Source: an optimization exercise on an open RTL-to-GDS flow (aim: small area and a short achievable clock period). Production flows keep margins and buffers that such runs may drop.
The RTL was checked by simulation tests, not by an equivalence proof against the original design.

## qrs
module qrs(
input clk,
input reset,
input signed [15:0] data_in,
output  signed [15:0] up,
output  signed [15:0] low,
output  signed [15:0] low_out,
output  signed [15:0] high,
output  signed [15:0] high_out,
output  signed [15:0] deri_out,
output  signed [15:0] sqr_out,
output  signed [15:0] avg_out,
output  signed [15:0] data_out
    );
Size in the first run: ~3100 cells after synthesis, ~160 I/O pins, about 28000 µm² of cells after synthesis.
export LEC_CHECK = 0
export ABC_AREA = 1
export CAP_MARGIN = 20
export CORE_MARGIN = 2
export CORE_UTILIZATION = 40
export SLEW_MARGIN = 20
create_clock -name core_clock -period 25.0 [get_ports {clk}]
standard.sh (not shown) runs the stock make flow with config.mk's settings and CLKGATE_MAP_FILE= SYNTH_SCRIPT=/design/flow/synth_recipe.tcl, a recipe that flattens the netlist after the stock synthesis.
==> flow/flow/run.sh <==
#!/bin/bash
# Standard layout (the standard.sh), with plain buf_2 cells as the port
# buffers, a clock tree of clkbuf_16 cells in sink clusters of up to 20
# without dummy loads, and timing repair asked to leave 17 ns of setup slack.
set -euo pipefail
export BUFFER_PORTS_ARGS="-buffer_cell sky130_fd_sc_hd__buf_2"
export CTS_ARGS="-sink_clustering_enable -repair_clock_nets -dont_use_dummy_load -buf_list sky130_fd_sc_hd__clkbuf_16 -sink_clustering_size 20 -sink_clustering_max_diameter 80"
bash standard.sh SETUP_SLACK_MARGIN=17 finish > standard_flow.log 2>&1
The baseline produced a clean layout.
Change:
==> flow/flow/run.sh (replaced) <==
#!/bin/bash
# Standard layout (the standard.sh), with plain buf_2 cells as the port
# buffers, a clock tree of clkbuf_16 cells in sink clusters of up to 20
# without dummy loads, and timing repair asked to leave 16 ns of setup slack.
set -euo pipefail
export BUFFER_PORTS_ARGS="-buffer_cell sky130_fd_sc_hd__buf_2"
export CTS_ARGS="-sink_clustering_enable -repair_clock_nets -dont_use_dummy_load -buf_list sky130_fd_sc_hd__clkbuf_16 -sink_clustering_size 20 -sink_clustering_max_diameter 80"
bash standard.sh SETUP_SLACK_MARGIN=16 finish > standard_flow.log 2>&1
What happened: The new run went through all stages and came out clean; worst hold slack gets worse by 0.0083 ns; register-to-register slack gets worse by 0.23 ns; via count is lower by about 7%; final area is lower by 12%; area after synthesis stays the same; non-clock buffer count is lower by 229; global-route usage is lower by 1.2 points; critical path depth is higher by 6; routed wire length is lower by about 12%; clock skew is lower by 0.014 ns.
Change:
--- a/flow/config.mk
+++ b/flow/config.mk
@@ -9,4 +9,5 @@
 export CAP_MARGIN = 20
 export CORE_MARGIN = 2
-export CORE_UTILIZATION = 40
+export CORE_UTILIZATION = 55
+export PLACE_DENSITY = 0.7
 export SLEW_MARGIN = 20
Non-clock buffer count rises by 5.
Design area falls by 0.74%.
Count of clock-buffer cells in the layout falls by 3.

========
## build 93
Starting RTL as in the previous note.
Settings: LEC_CHECK=0, ABC_AREA=1, CAP_MARGIN=20, CORE_MARGIN=2, CORE_UTILIZATION=40, SLEW_MARGIN=20; clock period 25.0 ns.
==> flow/flow/run.sh <==
#!/bin/bash
# Standard layout (the standard.sh), with plain buf_2 cells as the port
# buffers, a clock tree of clkbuf_16 cells in sink clusters of up to 30
# without dummy loads, and timing repair asked to leave 16 ns of setup slack.
set -euo pipefail
export BUFFER_PORTS_ARGS="-buffer_cell sky130_fd_sc_hd__buf_2"
export CTS_ARGS="-sink_clustering_enable -repair_clock_nets -dont_use_dummy_load -buf_list sky130_fd_sc_hd__clkbuf_16 -sink_clustering_size 30 -sink_clustering_max_diameter 100"
bash standard.sh SETUP_SLACK_MARGIN=16 finish > standard_flow.log 2>&1
Here is what was changed in the inputs of build 2 compared with build 93.
==> flow/flow/run.sh <==
#!/bin/bash
# Standard layout (the standard.sh), with plain buf_2 cells as the port
# buffers and a clock tree of clkbuf_16 cells in sink clusters of up to 20,
# without dummy loads.
set -euo pipefail
export BUFFER_PORTS_ARGS="-buffer_cell sky130_fd_sc_hd__buf_2"
export CTS_ARGS="-sink_clustering_enable -repair_clock_nets -dont_use_dummy_load -buf_list sky130_fd_sc_hd__clkbuf_16 -sink_clustering_size 20 -sink_clustering_max_diameter 80"
bash standard.sh finish > standard_flow.log 2>&1
==> results.txt <==
Number of buffers inserted to repair setup after CTS ended up 20 lower on build 2 than on build 93.
Build 2 vs. build 93: post-synthesis to final-layout area growth went down by 2.4 points.
The run with more setup slack is build 93; build 2 has less.
Summary of build 2 over build 93: fmax -8.0%, portion of the layout cell area used by clock cells +1.2 points, via density per instance ~0 delta, met2 track demand over resource -0.31 points.
[inputs] build 38 vs build 2
==> flow/flow/run.sh <==
#!/bin/bash
# Standard layout (the standard.sh), with plain buf_2 cells as the port
# buffers, a clock tree of clkbuf_16 cells in sink clusters of up to 20
# without dummy loads, and timing repair asked to leave 16.3 ns of setup slack.
set -euo pipefail
export BUFFER_PORTS_ARGS="-buffer_cell sky130_fd_sc_hd__buf_2"
export CTS_ARGS="-sink_clustering_enable -repair_clock_nets -dont_use_dummy_load -buf_list sky130_fd_sc_hd__clkbuf_16 -sink_clustering_size 20 -sink_clustering_max_diameter 80"
bash standard.sh SETUP_SLACK_MARGIN=16.3 finish > standard_flow.log 2>&1
Findings:
- Highest metal layer with signal wires: met4 -> build 2, met5 -> build 38
- Row area overhead of the layout relative to synthesis: build 38 higher / build 2 lower
- On register-to-register slack, build 2 loses to build 38.
- Number of global-route vias before repair in build 38 is about 2% higher than in build 2
- Build 38 — share of the final layout cell area in sequential cells 2.4 points lower, build 2 as reference
- Synthesized area came out exactly the same in build 38 and build 2.
- Note that the maximum number of pins on one net before global-route repair recorded for build 38 amounts to 0.933 times the value seen in build 2.

## port drivers added, routing unchanged
The results above use ideal ports. As a check the final layouts listed here were re-extracted and re-timed, cells and wires unchanged. Step 1 assumes that a clkbuf_16 drives the clock port and a buf_2 every other input. Step 2 moves the port delays by t, midway between the first and last clock arrival at a register: inputs arrive t later, outputs are due t later. That takes back most of the time a late clock gives input paths. Three values: no drivers, after step 1, after step 2; two values: the first two.
| run | shift t [ns] | setup slack, ns | worst slew at a driven data input, ns |
|---|---|---|---|
| the first run of note 1 | 0.625 | 16.186 / 16.143 / 15.598 | 0.08 |
| the second run of note 1 | 0.612 | 16.128 / 16.166 / 15.554 | 0.07 |
| the third run of note 1 | 0.598 | 16.117 / 16.094 / 15.504 | 0.10 |
| build 93 | 0.641 | 16.097 / 16.056 / 15.461 | 0.06 |
| build 2 | 0.619 | 15.317 / 15.358 / 14.739 | 0.07 |
| build 38 | 0.615 | 16.188 / 16.208 / 15.593 | 0.07 |
After both steps every run listed still meets setup and hold. For build 93, which loses most, drivers alone change the setup slack by -0.041 ns; drivers and shift together by -0.636 ns.
